What follows belongs to an exercise in optimizing a design on an open flow for small area, a short achievable clock period and few clock cycles per item; a production flow would make more cautious choices. RTL that was checked went through simulation tests only; none was proved equivalent to the original. The RTL of run 2 was laid out without a check of its function. No activity file was given, so power comes from the tool's default toggle rates.

==> flow/design.v, too long to show whole: its modules and the start of the top module <==
// module fpm: 1208 lines
// module fpm_fa: 4 lines
module fpm(
  input clk,
  input rst,
  input [31:0] number_in,
  input number_a_valid,
  output number_a_ready,
  input number_b_valid,
  output number_b_ready,
  output [31:0] number_out,
  output result_valid
);
  // ...
==> flow/flow/run.sh <==
#!/bin/bash
set -euo pipefail
bash standard.sh SETUP_SLACK_MARGIN=5.5 BUFFER_PORTS_ARGS=-buffer_cell\ sky130_fd_sc_hd__buf_1 CTS_ARGS=-sink_clustering_enable\ -repair_clock_nets\ -dont_use_dummy_load\ -buf_list\ sky130_fd_sc_hd__clkbuf_16\ -sink_clustering_size\ 30\ -sink_clustering_max_diameter\ 70 finish > standard.log 2>&1
==> flow/standard.sh <==
#!/bin/bash
# synth_recipe.tcl (not shown) runs the flow's synth.tcl, then flattens the netlist and writes it again
# the make line also repeats each setting of config.mk as NAME=value (left out here)
make -C /OpenROAD-flow-scripts/flow DESIGN_CONFIG=/design/flow/config.mk WORK_HOME=/design/flow/orfs CLKGATE_MAP_FILE= SYNTH_SCRIPT=/design/flow/synth_recipe.tcl "${@:-finish}"
==> flow/config.mk <==
export PLATFORM = sky130hd
export DESIGN_NAME = fpm
export DESIGN_NICKNAME = fpm
export VERILOG_FILES = /design/flow/design.v
export SDC_FILE = /design/flow/constraint.sdc
export NUM_CORES = 4
export LEC_CHECK = 0
export CAP_MARGIN = 20
export CORE_MARGIN = 2
export CORE_UTILIZATION = 40
export SETUP_SLACK_MARGIN = 5
export SLEW_MARGIN = 20
export SYNTH_HIERARCHICAL = 1
==> flow/constraint.sdc <==
create_clock -name core_clock -period 9.0 [get_ports {clk}]
set_input_delay 1.8000 -clock core_clock [delete_from_list [all_inputs] [get_ports {clk}]]
set_output_delay 1.8000 -clock core_clock [all_outputs]
set_load 0.01 [all_outputs]
==> notes.md, run 1 <==
- Summed over all nets, wire length on met2 after detailed routing comes to 25500 um.
* Count of synthesis-stage warnings from yosys: 7
- Count of pins on the block boundary: 71
* Worst path depth: 7
* Cell family contributing the most delay on the critical path: adder cells
- Summing all flip-flop and latch instances after layout gives 5910 um2.
* Final Skew: 41.1 ps
- Number of antenna violations at the first check in global routing: 0
* Result of the run: timing/DRC/antenna clean
* Most frequent cells in the layout: 361 x sky130_fd_sc_hd__nand2_1, 292 x sky130_fd_sc_hd__fa_1, 172 x sky130_fd_sc_hd__dfxtp_1, 120 x sky130_fd_sc_hd__nor2_1, 85 x sky130_fd_sc_hd__a21oi_1
- Top cell type's share of synthesized area: 30.3%
- For the worst setup path, the data required time is 9410 ps.
* Hold slack: 350 ps
- Post-CTS Setup Repair Bufs: 56
* Worst-case headroom to the max-slew limit: 36.0%
* Utilization after layout: 45.8%
- Floorplan die area: 50300 um2
- Clock Latency Late Sink: 550 ps
* Layout clock buffers: 23
- Antenna Cells: 0
- The global routing stage identified its most utilized layer as met2.
- End of the worst register-to-register path: tcn[29]$_DFF_P_
* Biggest regs: tcn (36), tsn (36)
- Per report_power, the Sequential row totals 2.05 mW.
- The synthesized design contains 255 register bits.
- Entering global routing, the biggest net connects 61 pins.
Testbench counts, summed over its fixed seeds: cycles 6,440, items 3,200.
==> inputs of run 2 (changes only) <==
--- a/flow/design.v
+++ b/flow/design.v
@@ -6,29 +6,29 @@
   input number_a_valid,
   output number_a_ready,
   input number_b_valid,
   output number_b_ready,
   output [31:0] number_out,
   output result_valid
 );
   reg phase;             
-  reg nrm_a, nrm_b;      
+  reg nrm_b;             
   reg vx, vy, vz, vw;    
   reg slow;              
   reg rv;
   reg ar_q, br_q;        
   reg [31:0] ra, rb;
   reg        hb;         
   reg [4:0]  k;          
   reg [12:0] mm;         
   reg [36:0] tsn, tcn;   
   reg        c13, stlo;  
   reg [9:0]  s1_e;       
-  reg        s1_s, s1_nan, s1_inf, s1_zero;
+  reg        s1_s, s1_nan, s1_inf, s1_zero, s1_slow;
   reg [25:0] sig;        
   reg [9:0]  e;          
   reg        le0;        
   reg        s2_s, s2_nan, s2_inf, s2_zero;
   reg [31:0] out;
   wire [7:0] ea = ra[30:23];
   wire [7:0] eb = rb[30:23];
   wire ha = |ea;
@@ -48,25 +48,26 @@
   wire [7:0] ein = number_in[30:23];
   wire in_f0 = ~|number_in[22:0];
   wire in_sub = ~|ein & ~in_f0;
   wire in_spec = (~|ein & in_f0) | &ein;
   wire a_sub = ~ha & ~fa0;
   wire a_spec = a_zero | a_max;
   wire go_a = a_sub & ~in_sub & ~in_spec;
   wire go_b = in_sub & ~a_sub & ~a_spec;
-  wire normalising = nrm_a | nrm_b;
+  wire normalising = nrm_b;
   wire vx_next;
   wire a_fire = number_a_valid & ar_q;
   wire b_fire = number_b_valid & br_q;
+  wire swap = b_fire & a_sub;
   assign number_a_ready = ar_q;
   assign number_b_ready = br_q;
   assign result_valid = rv;
   assign number_out = out;
-  assign vx_next = rst & ((b_fire & ~go_a & ~go_b) | (nrm_a & ra[22]) | (nrm_b & rb[22]));
+  assign vx_next = rst & ((b_fire & ~go_a & ~go_b) | (nrm_b & rb[22]));
   wire [23:0] acc_s = ~tsn[36:13] & {24{~vx}};
   wire [23:0] acc_c = ~tcn[36:13] & {24{~vx}};
   wire [36:0] tree_sn, tree_cn;
   wire t1 = ~(mb[0] & mm[0]);
   wire t2 = ~(acc_s[0]);
   wire t3 = ~(acc_c[0]);
   wire t4 = ~(mb[1] & mm[0]);
   wire t5 = ~(mb[0] & mm[1]);
@@ -1110,43 +1111,42 @@
   wire        mant_co = inc & mant_ones[22];
   wire [9:0]  fe_r = mant_co ? (sig[25] ? e_inc : 10'd1) : fe;
   wire        ovf  = fe_r[9] | fe_r[8] | &fe_r[7:0];
   wire [31:0] res_w = s2_nan  ? {s2_s, 31'h7fc00000} :
                       s2_zero ? {s2_s, 31'd0} :
                       (s2_inf | ovf) ? {s2_s, 8'hff, 23'd0} :
                       {s2_s, fe_r[7:0], mant_r};
   wire phase_n = a_fire | (phase & ~b_fire);
-  wire nrm_a_n = b_fire ? go_a : (nrm_a & ~ra[22]);
-  wire nrm_b_n = b_fire ? go_b : (nrm_b & ~rb[22]);
+  wire nrm_b_n = b_fire ? (go_a | go_b) : (nrm_b & ~rb[22]);
   wire [7:0] ea1 = ea | {7'd0, ~ha};
   wire [7:0] eb1 = eb | {7'd0, ~hb_e};
   wire [7:0] es_c;
   assign es_c[0] = 1'b0;
   generate
     for (gl = 0; gl < 7; gl = gl + 1) begin : g_es
       assign es_c[gl+1] = (ea1[gl] & eb1[gl]) | ((ea1[gl] | eb1[gl]) & es_c[gl]);
     end
   endgenerate
   wire slow_set = vx & ((k != 5'd0) | (~ea1[7] & ~eb1[7] & ~es_c[7]));
   wire slow_n = slow_set | (slow & ~(vw & ~busy & ~vx & ~vy & ~vz & ~normalising));
   always @(posedge clk) begin
-    if (ar_q)
+    if (ar_q | swap)
       ra <= number_in;
-    else if (nrm_a) begin
-      ra[22:0] <= {ra[21:0], 1'b0};
-      if (ra[22]) ra[30:23] <= 8'd1;
-    end
-    if (phase)
+    if (swap)
+      rb <= ra;
+    else if (phase)
       rb <= number_in;
     else if (nrm_b) begin
       rb[22:0] <= {rb[21:0], 1'b0};
       if (rb[22]) rb[30:23] <= 8'd1;
     end
-    if (phase)
+    if (swap)
+      hb <= 1'b0;
+    else if (phase)
       hb <= |ein;
     else if (nrm_b & rb[22])
       hb <= 1'b1;
     if (phase)
       k <= 5'd0;
     else if (normalising)
       k <= {k[4] ^ &k[3:0], k[3] ^ &k[2:0], k[2] ^ &k[1:0], k[1] ^ k[0], ~k[0]};
     if (vx) begin
@@ -1157,18 +1157,16 @@
       s1_zero <= x_zero;
     end
     tsn <= tree_sn;
     tcn <= tree_cn;
     c13 <= lo_c[13];
     stlo <= lo_nz;
     if (vx)
       mm <= {2'b00, ma[23:13]};
-    else if (nrm_a)
-      mm <= {ra[11:0], 1'b0};
     else
       mm <= ra[12:0];
     if (!busy) begin
       sig <= sig_z;
       e <= e_z;
       le0 <= le0_z;
       s2_s <= s1_s;
     end else begin
@@ -1177,37 +1175,35 @@
       le0 <= e[9];
     end
     s2_nan <= s1_nan & ~busy;
     s2_inf <= s1_inf & ~busy;
     s2_zero <= s1_zero & ~busy;
     out <= res_w;
     if (rst == 0) begin
       phase <= 1'b0;
-      nrm_a <= 1'b0;
       nrm_b <= 1'b0;
       vx <= 1'b0;
       vy <= 1'b0;
       vz <= 1'b0;
       vw <= 1'b0;
       slow <= 1'b0;
       rv <= 1'b0;
       ar_q <= 1'b1;      
       br_q <= 1'b0;
     end else begin
       phase <= phase_n;
-      nrm_a <= nrm_a_n;
       nrm_b <= nrm_b_n;
       vx <= vx_next;
       vy <= vx;
       vz <= vy;
       vw <= vz | busy;
       rv <= vw & ~busy;
       slow <= slow_n;
-      ar_q <= ~phase_n & ~nrm_a_n & ~nrm_b_n;
+      ar_q <= ~phase_n & ~nrm_b_n;
       br_q <= phase_n & ~slow_n;
     end
   end
 endmodule
 module fpm_fa(input a, input b, input c, output s, output co);
   assign s = a ^ b ^ c;
   assign co = (a & b) | (a & c) | (b & c);
 endmodule
==> run 2 against run 1 <==
  * Still clean
  * Clock skew up 7.6 ps
  * Via count up 2.3%
  * Total power down 5.4%
  * Utilization about the same
  * Combinational power down 6.2%
  * Sequential cell count down 1
  * Critical path type unchanged
==> notes.md, run 2 <==
- The full die area came to 49900 um2 (-0.80%).
* Worst reg2reg path depth: 7
- Core box area: 47600 um2
- RSZ-0062 raised after global routing: true
- Biggest cell delay along the critical path: 600 ps
- Htree depth: 1
- Cells with a size suffix above 1 make up 9.97% of the layout.
- The most used flip-flop cell after synthesis is sky130_fd_sc_hd__dfxtp_1.
* Crit path max-delay cell type: sky130_fd_sc_hd__fa_1
- Post-detailed-route count of antenna-violating nets: 0
- Most common library cell in the layout ignoring fill and taps: sky130_fd_sc_hd__nand2_1
* Post-Synthesis Cell Area: 19300 um2
- Count of pins on the block boundary: 71 (unchanged)
- FMAX: 288 MHz
- Synth top cells by count: 379 x sky130_fd_sc_hd__nand2_1, 294 x sky130_fd_sc_hd__fa_1, 175 x sky130_fd_sc_hd__dfxtp_1
- Min Clock Period, post-route: 3470 ps
- Number of standard cells after synthesis: 1878
- The worst hold path belongs to the class reg2reg.
- Hold slack: 345 ps (-5.38 ps)
* Clock Latency Late Sink: 540 ps (about the same)
* Area added between synthesis and finish: 13.2%
- The longest clock path from root to sink contains 3 buffers.
- Final Cycle Share: 38.5%
- At the worst endpoint, the arrival time is 3820 ps.
- Across the run, the number of max-cap violations was 0.
- Remaining routing DRC violations: 0
- Leakage component of the power: 8.44 nW
- Detailed routing inserted a total of 14400 vias.
- Averaged over all synthesized cells, the footprint is 10.3 um2.
- CP cell instances: buf_8 -> nand2_1 -> fa_1 -> fa_1 -> fa_1 -> fa_1 -> fa_1
- The die is 223 um tall.
- For this design, the CTS-stage hold fixing added 0 buffers.
- Of all nets on the critical path, the largest fanout is 24.
- Count of synthesis-stage warnings from yosys: 7 (unchanged)
- After clock tree synthesis, the clock-pin slew on the worst setup and hold paths is 80 ps.
- Number of register bits inferred by synthesis: 254 (-0.39%)
- Final-report max-slew violation count: 0
- Setup crit start kind: flop
- Synth area leaders: sky130_fd_sc_hd__fa_1 31%, sky130_fd_sc_hd__dfxtp_1 18%, sky130_fd_sc_hd__edfxtp_1 12%, sky130_fd_sc_hd__nand2_1 7.4%, sky130_fd_sc_hd__ha_1 5.2%
- Top cell by count, worst path: sky130_fd_sc_hd__fa_1
- Crit Reg-Reg Startpoint: mm[3]$_DFF_P_
- Setup slack on the worst reg-to-reg path comes out at 5530 ps.
- Hold Path End: out[31]$_DFF_P_
- Top-count cell post-synth: sky130_fd_sc_hd__nand2_1
- Final-report setup violation count: 0
- The tree is rooted in a sky130_fd_sc_hd__clkbuf_16.
* Yosys top cell by area: sky130_fd_sc_hd__fa_1
- In the post-route analysis, the smallest setup slack over all paths is 5530 ps.
- Post-synthesis cell type count: 73
* Routed length per instance: 21.4 um
- Top cell type's share of synthesized area: 30.6% (+0.25 points)
- The top cell types in the final layout, fill and taps aside, are 379 x sky130_fd_sc_hd__nand2_1, 292 x sky130_fd_sc_hd__fa_1, 168 x sky130_fd_sc_hd__dfxtp_1, 130 x sky130_fd_sc_hd__nor2_1, 103 x sky130_fd_sc_hd__a21oi_1.
- In the final layout, the registers with the most flip-flops are tcn (36), tsn (36).
- The clock net in this run drives a total of 254 sinks.
- OpenSTA, run right after detailed placement, puts the worst setup slack at 4630 ps.
- Number of global-route vias before repair: 15100
- Placement row count: 80
- The run finished with no timing, DRC or antenna violations.
* Total detailed-routing wirelength: 55500 um
* Final HPWL from detailed placement: 38300 um
- Number of port buffers: 70
* CTS tree: done
- Proportion of synthesized flip-flops having asynchronous set or reset: 0%
* Worst hold stages: 0
- At the pin with the least slew margin, the transition time is 995 ps.
* CP endpoint kind: flop
- Count of flip-flops with a built-in enable after synthesis: 79
- NumNets Final: 2388
- The worst setup skew after layout was 48.7 ps (+7.57 ps).
- TritonCTS created 21 clock buffers.
* Sequential area share after synthesis: 30.5%
- Initial core utilization: 40.4%
- Setup TNS: 0 ps
* Routability congestion estimate: 0.870
- Data required time at the worst endpoint: 9350 ps (-60 ps)
- Pwr Density: 422 nW/um2
* Number of antenna violations at the first check in global routing: 0 (unchanged)
* Filler cells: 4490
- For this run, the detailed router's first-pass iteration total came to 5.
* VDD IR-drop max: 249 uV
- The number of antenna cells inserted is 0 (unchanged).
- The maximum number of pins on one net before global-route repair was 59 (-3.3%).
- Wire length of the first global-routing pass: 85700 um
* Overall track demand over capacity in global routing: 22.3%
- Final count of hold timing violations: 0
- Worst-case headroom to the max-slew limit: 33.6% (-2.4 points)
- Grt total ovfl: 0
- Critical path class: reg2reg
* Worst Min Path Start: s2_s$_DFFE_PN_
* Vias per std cell: 5.57
- End of the worst register-to-register path: tcn[28]$_DFF_P_
* Initial drt markers: 1170
- The floorplan step set the die width to 223 um.
run 2: changes by cell type after synthesis, sizes merged, moves of 7 or more:
cell and delta:
mux2 -45, nor2 +10, and2 -15, nand2 +18, inv +7, a21oi +24
xnor2 -12, mux2i +11
run 2: kinds of logic after synthesis:
| kind of cell | share of synthesized area, % |
|---|---|
| buffers and inverters | 3.79 |
| muxes | 2.69 |
| AOI/OAI and AO/OA | 7.80 |
| DFF | 30.5 |
| other | 0.0195 |
| adders and majority gates | 35.8 |
| and+or+nand+nor | 16.1 |
| xor gates and xnor gates | 3.31 |
run 2: layout make-up:
cell class | instances | area [um2] | share of cell area [%]
Multi-Input combinational cell | 1448 | 12800 | 58.9
Sequential cell | 254 | 5890 | 27.0
Timing Repair Buffer | 161 | 1420 | 6.50
Tap cell | 615 | 769 | 3.53
Clock buffer | 21 | 526 | 2.41
Inverter | 92 | 358 | 1.64
run 2: power by group:
group	internal, mW	switching (mW)	leakage [nW]	total (mW)
clock network	0.412	0.405	0.259	0.816
registers	1.65	0.344	2.23	2.00
logic	2.94	3.44	5.95	6.38
total	5.00	4.19	8.44	9.19
run 2: critical path, delay by kind of cell, from the launching register on:
| family | cells | cell delay, ps |
|---|---|---|
| adder cells (fa/ha/maj) | 5 | 2560 |
| buffers and inverters | 1 | 260 |
| flip-flops | 1 | 350 |
| AND/OR/NAND/NOR | 1 | 130 |
run 2: timing repair:
action | in CTS | in global routing
pin swaps | 3 | 10
resized for setup | 11 | 51
setup endpoints to repair | 123 | 97
cloned | 1 | 1
setup buffers | 63 | 10
run 2: per-module statistics from Yosys (local to each module, per instance):
module	times used	area [um2]	cells inside
fpm_fa	275	20.0	1
fpm	1	13800	1603
run 2: how the worst max path moves through the flow:
stage | start | to | slack (ps) | depth (start not counted)
floorplan | vx$_SDFF_PN0_ | tcn[15]$_DFF_P_ | 5520 | 9
global placement | number_b_valid | rb[14]$_DFFE_PP_ | 4640 | 4
detailed placement | number_b_valid | rb[15]$_DFFE_PP_ | 4630 | 4
CTS | tsn[0]$_DFF_P_ | le0$_DFF_P_ | 5310 | 15
global route | c13$_DFF_P_ | le0$_DFF_P_ | 5430 | 16
finish | mm[3]$_DFF_P_ | tcn[28]$_DFF_P_ | 5530 | 7
run 2: per-layer routing:
layer	vias to the layer above	part of all wire (%)	track usage [%]
li1	6401	-	-
met1	7272	42	29.7
met2	631	47	36.9
met3	125	7.7	4.04
met4	0	3.5	7.10
met5	-	0	0
run 2: stage by stage:
| stage | cell area (um2) | util (%) | std cells | power [mW] |
|---|---|---|---|---|
| finish | 21800 | 45.8 | 2591 | 9.19 |
| global route | 21800 | 45.8 | 2591 | 10.0 |
| CTS | 21500 | 45.1 | 2580 | 8.90 |
| detailed placement | 20100 | 42.2 | 2495 | 7.87 |
| global placement | 20100 | 42.2 | 2495 | 7.61 |
| floorplan | 19300 | - | 1889 | 6.14 |

-- what the ideal ports hide --
In the flow no input, the clock included, has a driving cell. The finished layouts below were timed again as built, in two steps. Step 1 assumes that a clkbuf_16 drives the clock port and a buf_2 every other input. Step 2 also shifts input and output timing later by t, the mid clock arrival at the registers, as if the neighbouring blocks saw the same clock. a / b / c = ideal / step 1 / step 2; a / b = the first two.
run | shift t [ns] | setup slack, ns | worst data-port slew with drivers (ns) | cell pins on the clock port's net
run 1 | 0.583 | 5.580 / 5.580 / 5.471 | 0.04 | 1
run 2 | 0.567 | 5.533 / 5.533 / 5.143 | 0.06 | 1
After both steps setup and hold are still met in every run listed. The setup slack of run 2, which loses most, moves by 0.000 ns with the drivers and by -0.390 ns with both steps.
